Source: an optimization exercise on an open RTL-to-GDS flow (aim: small area). Production flows keep margins and buffers that such runs may drop.
At most, simulation tests tie the RTL to the original design; equivalence was not proved.
Power and IR drop assume default switching activity.

==> job 5974 <==
==> flow/design.v <==
`timescale 1ns / 1ps
module axis_extremum_finder
(
    input  wire                             aclk,
    input  wire                             aresetn,
    input  wire [4:0]                       log_count,
    input  wire [2:0]                       shift,
    output logic [15:0]                     lower_threshold,
    output logic [15:0]                     upper_threshold,
    input  wire [15:0]                      signal_a
);
    logic                                   measure;
    logic  [15:0]                           tmp_min, tmp_max;
    logic  [31:0]                           count1;      
    wire                                    last;
    wire   [15:0]                           sum, center, d_min, d_max, new_min, new_max;
    wire   [15:0]                           sh_min, sh_max;
    wire   [31:0]                           inc;
    wire                                    a_lt_min, a_gt_max;
    vt_inc #(.W(32)) u_inc (.a(count1), .s(inc));
    vt_lt  #(.W(16)) u_ltmin (.a(signal_a), .b(tmp_min), .lt(a_lt_min));
    vt_lt  #(.W(16)) u_gtmax (.a(tmp_max), .b(signal_a), .lt(a_gt_max));
    assign last = |(count1 & (32'hFFFFFFFF << log_count));
    vt_add #(.W(16)) u_sum  (.a(tmp_max), .b(tmp_min),  .cin(1'b0), .s(sum));
    assign center = {sum[15], sum[15:1]};
    vt_add #(.W(16)) u_dmax (.a(tmp_max), .b(~center), .cin(1'b1), .s(d_max));
    assign sh_max = $signed(d_max) >>> shift;
    vt_add #(.W(16)) u_nmax (.a(sh_max),  .b(center),  .cin(1'b0), .s(new_max));
    wire   [15:0]                           top;
    wire   [6:0]                            below;
    wire                                    carry, wrap;
    assign top    = ~(16'hFFFF >> shift);
    assign below  = ~(7'h7F << shift);
    assign carry  = sum[0] ? ((d_max[6:0] & below & 7'h7E) == 7'd0) : ((d_max[6:0] & below) == 7'd0);
    assign wrap   = (d_max == 16'h8000) | (sum[0] & (d_max == 16'h8001));
    assign sh_min = ~sh_max | ({16{wrap}} & top);
    vt_add #(.W(16)) u_nmin (.a(sh_min),  .b(center),  .cin(carry), .s(d_min));
    assign new_min = (shift == 3'd0) ? tmp_min : d_min;
    always_ff @(posedge aclk) begin
        if (~aresetn) begin
            lower_threshold <= 16'h7FFF;
            upper_threshold <= 16'h8000;
            measure         <= 1'b0;
        end else begin
            if (measure && last) begin
                lower_threshold <= new_min;
                upper_threshold <= new_max;
            end
            measure         <= ~(measure & last);
        end
    end
    always_ff @(posedge aclk) begin
        if (~measure) begin
            tmp_min         <= 16'h7FFF;
            tmp_max         <= 16'h8000;
            count1          <= 32'd1;
        end else begin
            if (a_lt_min)
                tmp_min     <= signal_a;
            if (a_gt_max)
                tmp_max     <= signal_a;
            count1          <= inc;
        end
    end
endmodule
`timescale 1ns / 1ps
module axis_position_tracker
(
    input  wire                             aclk,
    input  wire                             aresetn,
    input  wire [15:0]                      lower_threshold,
    input  wire [15:0]                      upper_threshold,
    input  wire [4:0]                       log_scale,
    input  wire [15:0]                      signal_a,
    input  wire [15:0]                      signal_b,
    output logic [31:0]                     position
);
    localparam                              idle            = 2'b00,
                                            low             = 2'b01,
                                            high            = 2'b10;
    logic  [1:0]                            state;
    wire   [15:0]                           sum, center;
    wire                                    below, above, forward, step;
    wire   [31:0]                           y, run, flip, from_l;
    vt_add #(.W(16)) u_sum (.a(upper_threshold), .b(lower_threshold), .cin(1'b0), .s(sum));
    assign center  = {sum[15], sum[15:1]};
    assign below   = $signed(signal_a) < $signed(lower_threshold);
    assign above   = $signed(signal_a) > $signed(upper_threshold);
    assign forward = $signed(signal_b) > $signed(center);
    assign step    = (state == high) & below;
    assign from_l  = 32'hFFFFFFFF << log_scale;
    assign y       = (position ^ {32{~forward}}) | ~from_l;
    vt_prefix_and #(.W(32)) u_run (.x(y), .y(run));
    assign flip    = {32{step}} & from_l & run;
    always_ff @(posedge aclk) begin
        if (~aresetn) begin
            position        <= 32'd0;
            state           <= idle;
        end else begin
            position        <= position ^ flip;
            case (state)
                idle:    if (below) state <= low;
                low:     if (above) state <= high;
                high:    if (below) state <= low;
                default: ;
            endcase
        end
    end
endmodule
`timescale 1ns / 1ps
module axis_throttler
(
    input  wire                             aclk,
    input  wire                             aresetn,
    input  wire [4:0]                       log_throttle,
    output logic                            deny,
    output logic                            pass_        
);
    logic [31:0]                            count1;
    wire                                    last;
    wire  [31:0]                            inc;
    vt_inc #(.W(32)) u_inc (.a(count1), .s(inc));
    assign last = |(count1 & (32'hFFFFFFFF << log_throttle));
    always_ff @(posedge aclk) begin
        count1 <= (aresetn & ~last) ? inc : 32'd1;
        deny   <= aresetn & ~last;
        pass_  <= ~aresetn | last;
    end
endmodule
`timescale 1ns / 1ps
module axis_differentiator
(
    input  wire                             aclk,
    input  wire                             aresetn,
    input  wire                             enable,
    input  wire                             load,        
    input  wire                             hold,        
    input  wire [31:0]                      din,
    output wire [31:0]                      dout
);
    logic  [31:0]                           x0, x1, x2, x3, x4, part, result;
    wire   [32:0]                           sum1, sum2;
    wire   [31:0]                           a, b, c, cs_s, cs_c, part_next, result_next;
    vt_add #(.W(33)) u_sum1 (.a({x4[31], x4}), .b(~{x0[31], x0}), .cin(1'b1), .s(sum1));
    vt_add #(.W(33)) u_sum2 (.a({x1[31], x1}), .b(~{x3[31], x3}), .cin(1'b1), .s(sum2));
    assign a      = {{2{sum1[32]}}, sum1[32:3]};
    assign b      = {{3{sum1[32]}}, sum1[32:4]};
    assign c      = ~{{4{sum2[32]}}, sum2[32:5]};
    assign cs_s   = a ^ b ^ c;
    assign cs_c   = (a & b) | (a & c) | (b & c);
    vt_add #(.W(32)) u_part (.a(cs_s), .b({cs_c[30:0], 1'b1}), .cin(1'b0), .s(part_next));
    vt_add #(.W(32)) u_res  (.a(part), .b(sum2[31:0]), .cin(1'b0), .s(result_next));
    assign dout = enable ? result : din;
    always_ff @(posedge aclk) begin
        x0     <= ({32{load}} & din)         | ({32{hold}} & x0);
        x1     <= ({32{load}} & x0)          | ({32{hold}} & x1);
        x2     <= ({32{load}} & x1)          | ({32{hold}} & x2);
        x3     <= ({32{load}} & x2)          | ({32{hold}} & x3);
        x4     <= ({32{load}} & x3)          | ({32{hold}} & x4);
        part   <= ({32{load}} & part_next)   | ({32{hold}} & part);
        result <= ({32{load}} & result_next) | ({32{hold}} & result);
    end
endmodule
`timescale 1ns / 1ps
module vibrometer_tracker
(
    input  wire                             clk,
    input  wire                             aresetn,
    input  wire [4:0]                       log_count_extremum,
    input  wire [2:0]                       shift_extremum,
    input  wire [4:0]                       log_scale,
    input  wire                             filter_enable,
    input  wire [4:0]                       log_throttle,
    input  wire [31:0]                      raw_tdata,
    output wire [15:0]                      lower_threshold,
    output wire [15:0]                      upper_threshold,
    output wire [31:0]                      position_tdata,
    output wire                             filter_tvalid,
    output wire [31:0]                      filter_tdata
);
    wire                                    deny, pass_;
    axis_extremum_finder axis_extremum_finder (
        .aclk               (clk),
        .aresetn            (aresetn),
        .log_count          (log_count_extremum),
        .shift              (shift_extremum),
        .lower_threshold    (lower_threshold),
        .upper_threshold    (upper_threshold),
        .signal_a           (raw_tdata[15:0])
    );
    axis_position_tracker axis_position_tracker (
        .aclk               (clk),
        .aresetn            (aresetn),
        .lower_threshold    (lower_threshold),
        .upper_threshold    (upper_threshold),
        .log_scale          (log_scale),
        .signal_a           (raw_tdata[15:0]),
        .signal_b           (raw_tdata[31:16]),
        .position           (position_tdata)
    );
    axis_throttler axis_throttler (
        .aclk               (clk),
        .aresetn            (aresetn),
        .log_throttle       (log_throttle),
        .deny               (deny),
        .pass_              (pass_)
    );
    assign filter_tvalid = aresetn & ~deny;
    axis_differentiator axis_differentiator (
        .aclk               (clk),
        .aresetn            (aresetn),
        .enable             (filter_enable),
        .load               (aresetn & pass_),
        .hold               (aresetn & deny),
        .din                (position_tdata),
        .dout               (filter_tdata)
    );
endmodule
module vt_add #
(
    parameter integer                       W = 32
)
(
    input  wire [W-1:0]                     a,
    input  wire [W-1:0]                     b,
    input  wire                             cin,
    output wire [W-1:0]                     s
);
    localparam integer                      LG = (W > 32) ? 6 : (W > 16) ? 5 : (W > 8) ? 4 : (W > 4) ? 3 : (W > 2) ? 2 : 1;
    wire   [W-1:0]                          p, g, gin;
    assign p   = a ^ b;
    assign g   = a & b;
    assign gin = {g[W-1:1], g[0] | (p[0] & cin)};
    genvar k, i;
    for (k = 0; k < 2 * LG; k = k + 1) begin : level
        localparam integer D = (k < LG) ? (1 << k) : (1 << (2 * LG - 1 - k));
        wire [W-1:0] gi, pi, go, po;
        if (k == 0) begin : first
            assign gi = gin;
            assign pi = p;
        end else begin : next
            assign gi = level[k-1].go;
            assign pi = level[k-1].po;
        end
        for (i = 0; i < W; i = i + 1) begin : bit_
            if ((k <  LG && i >= 2 * D - 1 && (i - (2 * D - 1)) % (2 * D) == 0) ||
                (k >= LG && i >= 3 * D - 1 && (i - (3 * D - 1)) % (2 * D) == 0)) begin : op
                assign go[i] = gi[i] | (pi[i] & gi[i - D]);
                assign po[i] = pi[i] & pi[i - D];
            end else begin : pass
                assign go[i] = gi[i];
                assign po[i] = pi[i];
            end
        end
    end
    assign s = p ^ {level[2*LG-1].go[W-2:0], cin};
endmodule
module vt_prefix_and #
(
    parameter integer                       W = 32
)
(
    input  wire [W-1:0]                     x,
    output wire [W-1:0]                     y
);
    localparam integer                      LG = (W > 32) ? 6 : (W > 16) ? 5 : (W > 8) ? 4 : (W > 4) ? 3 : (W > 2) ? 2 : 1;
    genvar k, i;
    for (k = 0; k < 2 * LG; k = k + 1) begin : level
        localparam integer D = (k < LG) ? (1 << k) : (1 << (2 * LG - 1 - k));
        wire [W-1:0] qi, qo;
        if (k == 0) begin : first
            assign qi = x;
        end else begin : next
            assign qi = level[k-1].qo;
        end
        for (i = 0; i < W; i = i + 1) begin : bit_
            if ((k <  LG && i >= 2 * D - 1 && (i - (2 * D - 1)) % (2 * D) == 0) ||
                (k >= LG && i >= 3 * D - 1 && (i - (3 * D - 1)) % (2 * D) == 0)) begin : op
                assign qo[i] = qi[i] & qi[i - D];
            end else begin : pass
                assign qo[i] = qi[i];
            end
        end
    end
    assign y = {level[2*LG-1].qo[W-2:0], 1'b1};
endmodule
module vt_inc #
(
    parameter integer                       W = 32
)
(
    input  wire [W-1:0]                     a,
    output wire [W-1:0]                     s
);
    wire   [W-1:0]                          c;
    assign c[0] = 1'b1;
    genvar i;
    for (i = 1; i < W; i = i + 1) begin : carry
        assign c[i] = c[i-1] & a[i-1];
    end
    assign s = a ^ c;
endmodule
module vt_lt #
(
    parameter integer                       W = 16
)
(
    input  wire [W-1:0]                     a,
    input  wire [W-1:0]                     b,
    output wire                             lt
);
    wire   [W:0]                            c;       
    wire   [W-1:0]                          aa, bb;
    assign aa = {~a[W-1], a[W-2:0]};
    assign bb = {~b[W-1], b[W-2:0]};
    assign c[0] = 1'b0;
    genvar i;
    for (i = 0; i < W; i = i + 1) begin : borrow
        assign c[i+1] = (~aa[i] & bb[i]) | (~(aa[i] ^ bb[i]) & c[i]);
    end
    assign lt = c[W];
endmodule
==> flow/flow/run.sh <==
#!/bin/bash
# Standard layout (the standard.sh) with these changes:
#  - synthesis maps the logic with the ABC script flow/abc_map.script (area-oriented) and
#    leaves adders to ABC instead of extracting full/half adder cells (ADDER_MAP_FILE
#    empty); the Yosys script is otherwise the standard one, so the registers, their
#    names and their cells are unchanged
#  - port buffers use the smallest plain buffer instead of the default pick
#  - clock tree synthesis inserts no dummy loads and clusters up to 16 sinks per buffer
set -euo pipefail
W=$PWD
rm -rf "$W/scripts_abc"
cp -r "$FLOW_HOME/scripts" "$W/scripts_abc"
cp "$W/flow/abc_map.script" "$W/scripts_abc/abc_speed.script"
export BUFFER_PORTS_ARGS="-buffer_cell sky130_fd_sc_hd__buf_1"
export CTS_ARGS="-sink_clustering_enable -repair_clock_nets -dont_use_dummy_load -sink_clustering_size 16 -sink_clustering_max_diameter 80 -buf_list {sky130_fd_sc_hd__clkbuf_8}"
bash standard.sh SCRIPTS_DIR="$W/scripts_abc" ADDER_MAP_FILE= synth > synth_flow.log 2>&1
bash standard.sh finish > standard_flow.log 2>&1
==> flow/flow/abc_map.script <==
strash
dc2
dch
map -a
mfs2 -a
strash
dch
map -D 6000
topo
stime -c
buffer -c
upsize -c
dnsize -c
==> flow/standard.sh <==
#!/bin/bash
# synth_recipe.tcl (not shown) runs the flow's synth.tcl, then flattens the netlist and writes it again
# the make line also repeats each setting of config.mk as NAME=value (left out here)
make -C /OpenROAD-flow-scripts/flow DESIGN_CONFIG=/design/flow/config.mk WORK_HOME=/design/flow/orfs CLKGATE_MAP_FILE= SYNTH_SCRIPT=/design/flow/synth_recipe.tcl "${@:-finish}"
==> flow/config.mk <==
export PLATFORM = sky130hd
export DESIGN_NAME = vibrometer_tracker
export DESIGN_NICKNAME = vibrometer_tracker
export VERILOG_FILES = /design/flow/design.v
export SDC_FILE = /design/flow/constraint.sdc
export NUM_CORES = 4
export LEC_CHECK = 0
export CAP_MARGIN = 20
export CORE_MARGIN = 2
export CORE_UTILIZATION = 40
export SLEW_MARGIN = 20
==> flow/constraint.sdc <==
create_clock -name core_clock -period 8.0 [get_ports {clk}]
set_input_delay 1.6000 -clock core_clock [delete_from_list [all_inputs] [get_ports {clk}]]
set_output_delay 1.6000 -clock core_clock [all_outputs]
set_load 0.01 [all_outputs]
==> job 5786 (differences from job 5974) <==
--- a/flow/design.v
+++ b/flow/design.v
@@ -13,3 +13,4 @@
     logic  [15:0]                           tmp_min, tmp_max;
-    logic  [31:0]                           count1;      
+    logic  [30:0]                           count;
+    wire   [31:0]                           inc;
     wire                                    last;
@@ -17,23 +18,12 @@
     wire   [15:0]                           sh_min, sh_max;
-    wire   [31:0]                           inc;
-    wire                                    a_lt_min, a_gt_max;
-    vt_inc #(.W(32)) u_inc (.a(count1), .s(inc));
-    vt_lt  #(.W(16)) u_ltmin (.a(signal_a), .b(tmp_min), .lt(a_lt_min));
-    vt_lt  #(.W(16)) u_gtmax (.a(tmp_max), .b(signal_a), .lt(a_gt_max));
-    assign last = |(count1 & (32'hFFFFFFFF << log_count));
+    vt_add #(.W(32)) u_inc (.a({1'b0, count}), .b(32'd0), .cin(1'b1), .s(inc));
+    assign last = |(inc & (32'hFFFFFFFF << log_count));
     vt_add #(.W(16)) u_sum  (.a(tmp_max), .b(tmp_min),  .cin(1'b0), .s(sum));
     assign center = {sum[15], sum[15:1]};
+    vt_add #(.W(16)) u_dmin (.a(tmp_min), .b(~center), .cin(1'b1), .s(d_min));
     vt_add #(.W(16)) u_dmax (.a(tmp_max), .b(~center), .cin(1'b1), .s(d_max));
+    assign sh_min = $signed(d_min) >>> shift;
     assign sh_max = $signed(d_max) >>> shift;
+    vt_add #(.W(16)) u_nmin (.a(sh_min),  .b(center),  .cin(1'b0), .s(new_min));
     vt_add #(.W(16)) u_nmax (.a(sh_max),  .b(center),  .cin(1'b0), .s(new_max));
-    wire   [15:0]                           top;
-    wire   [6:0]                            below;
-    wire                                    carry, wrap;
-    assign top    = ~(16'hFFFF >> shift);
-    assign below  = ~(7'h7F << shift);
-    assign carry  = sum[0] ? ((d_max[6:0] & below & 7'h7E) == 7'd0) : ((d_max[6:0] & below) == 7'd0);
-    assign wrap   = (d_max == 16'h8000) | (sum[0] & (d_max == 16'h8001));
-    assign sh_min = ~sh_max | ({16{wrap}} & top);
-    vt_add #(.W(16)) u_nmin (.a(sh_min),  .b(center),  .cin(carry), .s(d_min));
-    assign new_min = (shift == 3'd0) ? tmp_min : d_min;
     always_ff @(posedge aclk) begin
@@ -55,9 +45,9 @@
             tmp_max         <= 16'h8000;
-            count1          <= 32'd1;
+            count           <= 31'd0;
         end else begin
-            if (a_lt_min)
+            if ($signed(signal_a) < $signed(tmp_min))
                 tmp_min     <= signal_a;
-            if (a_gt_max)
+            if ($signed(signal_a) > $signed(tmp_max))
                 tmp_max     <= signal_a;
-            count1          <= inc;
+            count           <= inc[30:0];
         end
@@ -115,14 +105,12 @@
     input  wire [4:0]                       log_throttle,
-    output logic                            deny,
-    output logic                            pass_        
-);
-    logic [31:0]                            count1;
+    output logic                            deny
+);
+    logic [30:0]                            count;
+    wire  [31:0]                            inc;
     wire                                    last;
-    wire  [31:0]                            inc;
-    vt_inc #(.W(32)) u_inc (.a(count1), .s(inc));
-    assign last = |(count1 & (32'hFFFFFFFF << log_throttle));
-    always_ff @(posedge aclk) begin
-        count1 <= (aresetn & ~last) ? inc : 32'd1;
-        deny   <= aresetn & ~last;
-        pass_  <= ~aresetn | last;
+    vt_add #(.W(32)) u_inc (.a({1'b0, count}), .b(32'd0), .cin(1'b1), .s(inc));
+    assign last = |(inc & (32'hFFFFFFFF << log_throttle));
+    always_ff @(posedge aclk) begin
+        count <= (aresetn & ~last) ? inc[30:0] : 31'd0;
+        deny  <= aresetn & ~last;
     end
@@ -180,3 +168,3 @@
 );
-    wire                                    deny, pass_;
+    wire                                    deny;
     axis_extremum_finder axis_extremum_finder (
@@ -204,4 +192,3 @@
         .log_throttle       (log_throttle),
-        .deny               (deny),
-        .pass_              (pass_)
+        .deny               (deny)
     );
@@ -212,3 +199,3 @@
         .enable             (filter_enable),
-        .load               (aresetn & pass_),
+        .load               (filter_tvalid),
         .hold               (aresetn & deny),
@@ -228,3 +215,3 @@
 );
-    localparam integer                      LG = (W > 32) ? 6 : (W > 16) ? 5 : (W > 8) ? 4 : (W > 4) ? 3 : (W > 2) ? 2 : 1;
+    localparam integer                      LG = $clog2(W);
     wire   [W-1:0]                          p, g, gin;
@@ -265,3 +252,3 @@
 );
-    localparam integer                      LG = (W > 32) ? 6 : (W > 16) ? 5 : (W > 8) ? 4 : (W > 4) ? 3 : (W > 2) ? 2 : 1;
+    localparam integer                      LG = $clog2(W);
     genvar k, i;
@@ -286,37 +273 @@
 endmodule
-module vt_inc #
-(
-    parameter integer                       W = 32
-)
-(
-    input  wire [W-1:0]                     a,
-    output wire [W-1:0]                     s
-);
-    wire   [W-1:0]                          c;
-    assign c[0] = 1'b1;
-    genvar i;
-    for (i = 1; i < W; i = i + 1) begin : carry
-        assign c[i] = c[i-1] & a[i-1];
-    end
-    assign s = a ^ c;
-endmodule
-module vt_lt #
-(
-    parameter integer                       W = 16
-)
-(
-    input  wire [W-1:0]                     a,
-    input  wire [W-1:0]                     b,
-    output wire                             lt
-);
-    wire   [W:0]                            c;       
-    wire   [W-1:0]                          aa, bb;
-    assign aa = {~a[W-1], a[W-2:0]};
-    assign bb = {~b[W-1], b[W-2:0]};
-    assign c[0] = 1'b0;
-    genvar i;
-    for (i = 0; i < W; i = i + 1) begin : borrow
-        assign c[i+1] = (~aa[i] & bb[i]) | (~(aa[i] ^ bb[i]) & c[i]);
-    end
-    assign lt = c[W];
-endmodule
==> flow/run.sh (new file) <==
#!/bin/bash
# synth_recipe.tcl (not shown) runs the flow's synth.tcl, then flattens the netlist and writes it again
# the make line also repeats each setting of config.mk as NAME=value (left out here)
make -C /OpenROAD-flow-scripts/flow DESIGN_CONFIG=/design/flow/config.mk WORK_HOME=/design/flow/orfs CLKGATE_MAP_FILE= SYNTH_SCRIPT=/design/flow/synth_recipe.tcl finish
removed: flow/flow/run.sh
removed: flow/flow/abc_map.script
removed: flow/standard.sh
==> summary of the runs <==
Sequential power is about the same in job 5974 and job 5786. In job 5786 the die area is larger than in job 5974, by about 18%. Clock-buffer cell count: job 5786 is higher than job 5974 (25). Utilization: job 5786 is higher than job 5974 (3.1 points). In job 5974 the sequential share of layout area is higher than in job 5786, by 6.6 points. Of job 5786 and job 5974, job 5974 has the higher critical path depth (gap 18). Global-route usage: job 5974 is higher than job 5786 (1.8 points). In job 5786 the via count is smaller than in job 5974, by 1.3%. Against job 5974, the non-clock buffer count of job 5786 is higher by 13. Of job 5974 and job 5786, job 5786 has the higher power (gap about 40%, measured against job 5786).
The RTL of job 5786 was laid out without a check of its function.

separate check: timing with driven ports:
The results above use ideal ports. As a check the final layouts listed here were re-extracted and re-timed, cells and wires unchanged. Step 1 sets driving cells, clkbuf_16 on the clock port and buf_2 on the other inputs (assumed; they add their load-dependent delay and slew). Step 2, shift: input delay + t, output delay - t, t = (earliest + latest rising clock arrival at the registers) / 2. This alone moves slack from input paths to output paths. Three values: ideal ports, drivers, drivers and shift; two values: the first two.
run | t, ns | setup WS [ns] | worst hold slack (ns) | clock arrival spread, ns | worst data-port slew with drivers (ns)
job 5974 | 0.646 | 0.770 / 0.770 / 0.459 | 0.429 / 0.429 / 0.429 | 0.082 / 0.082 | 0.09
job 5786 | 0.659 | 0.445 / 0.445 / 0.445 | 0.450 / 0.450 / 0.450 | 0.030 / 0.030 | 0.10
After both steps setup and hold are still met in every run listed. For job 5974, which loses most, drivers alone change the setup slack by 0.000 ns; drivers and shift together by -0.311 ns.
